What follows belongs to an exercise in optimizing a design on an open flow for small area; a production flow would make more cautious choices.
Function was checked by simulation only, so behaviour that the tests miss may differ from the original.
Power and IR drop assume default switching activity.

## build 17
// rgb_to_ycbcr_444
module rgb_to_ycbcr_444(
  input wire in_reset,
  input wire in_clock,
  input wire [7:0] in_r,
  input wire [7:0] in_g,
  input wire [7:0] in_b,
  output reg [7:0] out_y,
  output reg [7:0] out_cb,
  output reg [7:0] out_cr
  );
Size in the first run: roughly 330 cells after synthesis, about 24 flip-flops, ~50 I/O pins, roughly 3600 um2 of cells after synthesis.
export LEC_CHECK = 0
export CAP_MARGIN = 20
export CORE_MARGIN = 2
export CORE_UTILIZATION = 60
export CTS_BUF_LIST = sky130_fd_sc_hd__clkbuf_4 sky130_fd_sc_hd__clkbuf_8
export GPL_TIMING_DRIVEN = 0
export SLEW_MARGIN = 20
export SYNTH_HIERARCHICAL = 1
export SYNTH_MINIMUM_KEEP_SIZE = 0
create_clock -name core_clock -period 6.0 [get_ports {in_clock}]
standard.sh (not shown) runs the stock make flow with config.mk's settings and CLKGATE_MAP_FILE= SYNTH_SCRIPT=/design/flow/synth_recipe.tcl, a recipe that flattens the netlist after the stock synthesis.
==> flow/flow/run.sh <==
#!/bin/bash
export BUFFER_PORTS_ARGS="-buffer_cell sky130_fd_sc_hd__buf_1"
bash standard.sh > standard.log 2>&1
Build 17 reached the final stage; the timing, DRC and antenna checks on its layout passed.
What build 19 does differently from build 17 at the input level:
# build 17
export LEC_CHECK = 0
export CAP_MARGIN = 20
export CORE_MARGIN = 2
export CORE_UTILIZATION = 60
export CTS_BUF_LIST = sky130_fd_sc_hd__clkbuf_4 sky130_fd_sc_hd__clkbuf_8
export GPL_TIMING_DRIVEN = 0
export SLEW_MARGIN = 20
export SYNTH_HIERARCHICAL = 1
export SYNTH_MINIMUM_KEEP_SIZE = 0
create_clock -name core_clock -period 6.0 [get_ports {in_clock}]
# build 19
export LEC_CHECK = 0
export CAP_MARGIN = 20
export CORE_MARGIN = 2
export CORE_UTILIZATION = 65
export CTS_BUF_LIST = sky130_fd_sc_hd__clkbuf_4 sky130_fd_sc_hd__clkbuf_8
export GPL_TIMING_DRIVEN = 0
export SLEW_MARGIN = 20
export SYNTH_HIERARCHICAL = 1
export SYNTH_MINIMUM_KEEP_SIZE = 0
create_clock -name core_clock -period 6.0 [get_ports {in_clock}]
==> summary.txt <==
Core utilization: build 19 higher than build 17. Detailed placement HPWL grows slightly when moving from build 17 to build 19. Compared with build 17, wire length on met1 in build 19 decreased by more than 10%.
Edits applied to the flow inputs when going from build 19 to build 67:
# build 19
export LEC_CHECK = 0
export CAP_MARGIN = 20
export CORE_MARGIN = 2
export CORE_UTILIZATION = 65
export CTS_BUF_LIST = sky130_fd_sc_hd__clkbuf_4 sky130_fd_sc_hd__clkbuf_8
export GPL_TIMING_DRIVEN = 0
export SLEW_MARGIN = 20
export SYNTH_HIERARCHICAL = 1
export SYNTH_MINIMUM_KEEP_SIZE = 0
create_clock -name core_clock -period 6.0 [get_ports {in_clock}]
# build 67
export LEC_CHECK = 0
export CAP_MARGIN = 20
export CORE_MARGIN = 2
export CORE_UTILIZATION = 60
export CTS_BUF_LIST = sky130_fd_sc_hd__clkbuf_4 sky130_fd_sc_hd__clkbuf_8
export GPL_TIMING_DRIVEN = 0
export SLEW_MARGIN = 20
export SYNTH_HIERARCHICAL = 1
export SYNTH_MINIMUM_KEEP_SIZE = 0
create_clock -name core_clock -period 6.0 [get_ports {in_clock}]
==> flow/flow/run.sh <==
#!/bin/bash
export BUFFER_PORTS_ARGS="-buffer_cell sky130_fd_sc_hd__buf_1"
export CTS_ARGS="-sink_clustering_enable -repair_clock_nets -dont_use_dummy_load -sink_clustering_size 30 -sink_clustering_max_diameter 200 -buf_list {sky130_fd_sc_hd__clkbuf_8}"
bash standard.sh > standard.log 2>&1
Findings:
Summary of the comparison: tap cell instance count is higher in build 67, relative to build 19.
Build 67 vs. build 19: utilization after layout shrank by 6.2 points; count of sequential standard cells roughly the same.
For build 71, these inputs were changed with respect to build 67:
# build 67
export LEC_CHECK = 0
export CAP_MARGIN = 20
export CORE_MARGIN = 2
export CORE_UTILIZATION = 60
export CTS_BUF_LIST = sky130_fd_sc_hd__clkbuf_4 sky130_fd_sc_hd__clkbuf_8
export GPL_TIMING_DRIVEN = 0
export SLEW_MARGIN = 20
export SYNTH_HIERARCHICAL = 1
export SYNTH_MINIMUM_KEEP_SIZE = 0
create_clock -name core_clock -period 6.0 [get_ports {in_clock}]
# build 71
export LEC_CHECK = 0
export CAP_MARGIN = 20
export CORE_MARGIN = 2
export CORE_UTILIZATION = 50
export CTS_BUF_LIST = sky130_fd_sc_hd__clkbuf_4 sky130_fd_sc_hd__clkbuf_8
export GPL_TIMING_DRIVEN = 0
export SLEW_MARGIN = 20
export SYNTH_HIERARCHICAL = 1
export SYNTH_MINIMUM_KEEP_SIZE = 0
create_clock -name core_clock -period 6.0 [get_ports {in_clock}]
==> flow/flow/run.sh <==
#!/bin/bash
export BUFFER_PORTS_ARGS="-buffer_cell sky130_fd_sc_hd__buf_1"
bash standard.sh > standard.log 2>&1
Results
Between build 71 and build 67, the fraction of final layout cells with drive strength greater than 1 figures differ only marginally. Row final critical-path setup slack: build 71 lower / build 67 higher. Every stage of the flow completed for build 71, and the final layout passed the timing, DRC and antenna checks. Build 67 finished end to end and its layout was clean on timing, DRC and antenna. in_b[4] as the launch point of the worst path was reported by build 67, and in_g[4] by build 71. Build 71: growth of design area from synthesis to finish is 1.8 points higher than what build 67 reported. Overall fraction of global-route tracks in use delta for build 71 relative to build 67: 3.9 points lower.
### build 71 -> build 6
# build 71
export LEC_CHECK = 0
export CAP_MARGIN = 20
export CORE_MARGIN = 2
export CORE_UTILIZATION = 50
export CTS_BUF_LIST = sky130_fd_sc_hd__clkbuf_4 sky130_fd_sc_hd__clkbuf_8
export GPL_TIMING_DRIVEN = 0
export SLEW_MARGIN = 20
export SYNTH_HIERARCHICAL = 1
export SYNTH_MINIMUM_KEEP_SIZE = 0
create_clock -name core_clock -period 6.0 [get_ports {in_clock}]
# build 6
export LEC_CHECK = 0
export CAP_MARGIN = 0
export CORE_MARGIN = 2
export CORE_UTILIZATION = 60
export CTS_BUF_LIST = sky130_fd_sc_hd__clkbuf_4 sky130_fd_sc_hd__clkbuf_8
export GPL_TIMING_DRIVEN = 0
export SLEW_MARGIN = 0
export SYNTH_HIERARCHICAL = 1
export SYNTH_MINIMUM_KEEP_SIZE = 0
create_clock -name core_clock -period 6.0 [get_ports {in_clock}]
--- outcome ---
- ~same clock share of power in build 6 and build 71
- Going from build 71 to build 6, the post-route clock period utilization was found to have gone down by 0.53 points.
- Measured slew at the worst slew-check pin ends up higher on build 71.

## separate check: timing with driven ports
In the flow no input, the clock included, has a driving cell. The finished layouts below were timed again as built, in two steps.
Step 1, drivers: a clkbuf_16 drives in_clock and a buf_2 each remaining input, both assumed.
Step 2, shift: input delay + t, output delay - t, t = (earliest + latest rising clock arrival at the registers) / 2. This alone moves slack from input paths to output paths.
Three values: no drivers, after step 1, after step 2; two values: the first two.
| run | shift t [ns] | slack for setup (ns) | clock arrival spread, ns |
|---|---|---|---|
| build 17 | 0.310 | 0.200 / 0.203 / -0.108 | 0.018 / 0.017 |
| build 19 | 0.306 | 0.180 / 0.190 / -0.116 | 0.006 / 0.006 |
| build 67 | 0.304 | 0.184 / 0.186 / -0.118 | 0.009 / 0.009 |
| build 71 | 0.307 | 0.168 / 0.177 / -0.130 | 0.014 / 0.014 |
| build 6 | 0.310 | 0.200 / 0.203 / -0.108 | 0.018 / 0.017 |
Met with ideal ports but missed after step 2: setup timing in every run listed.
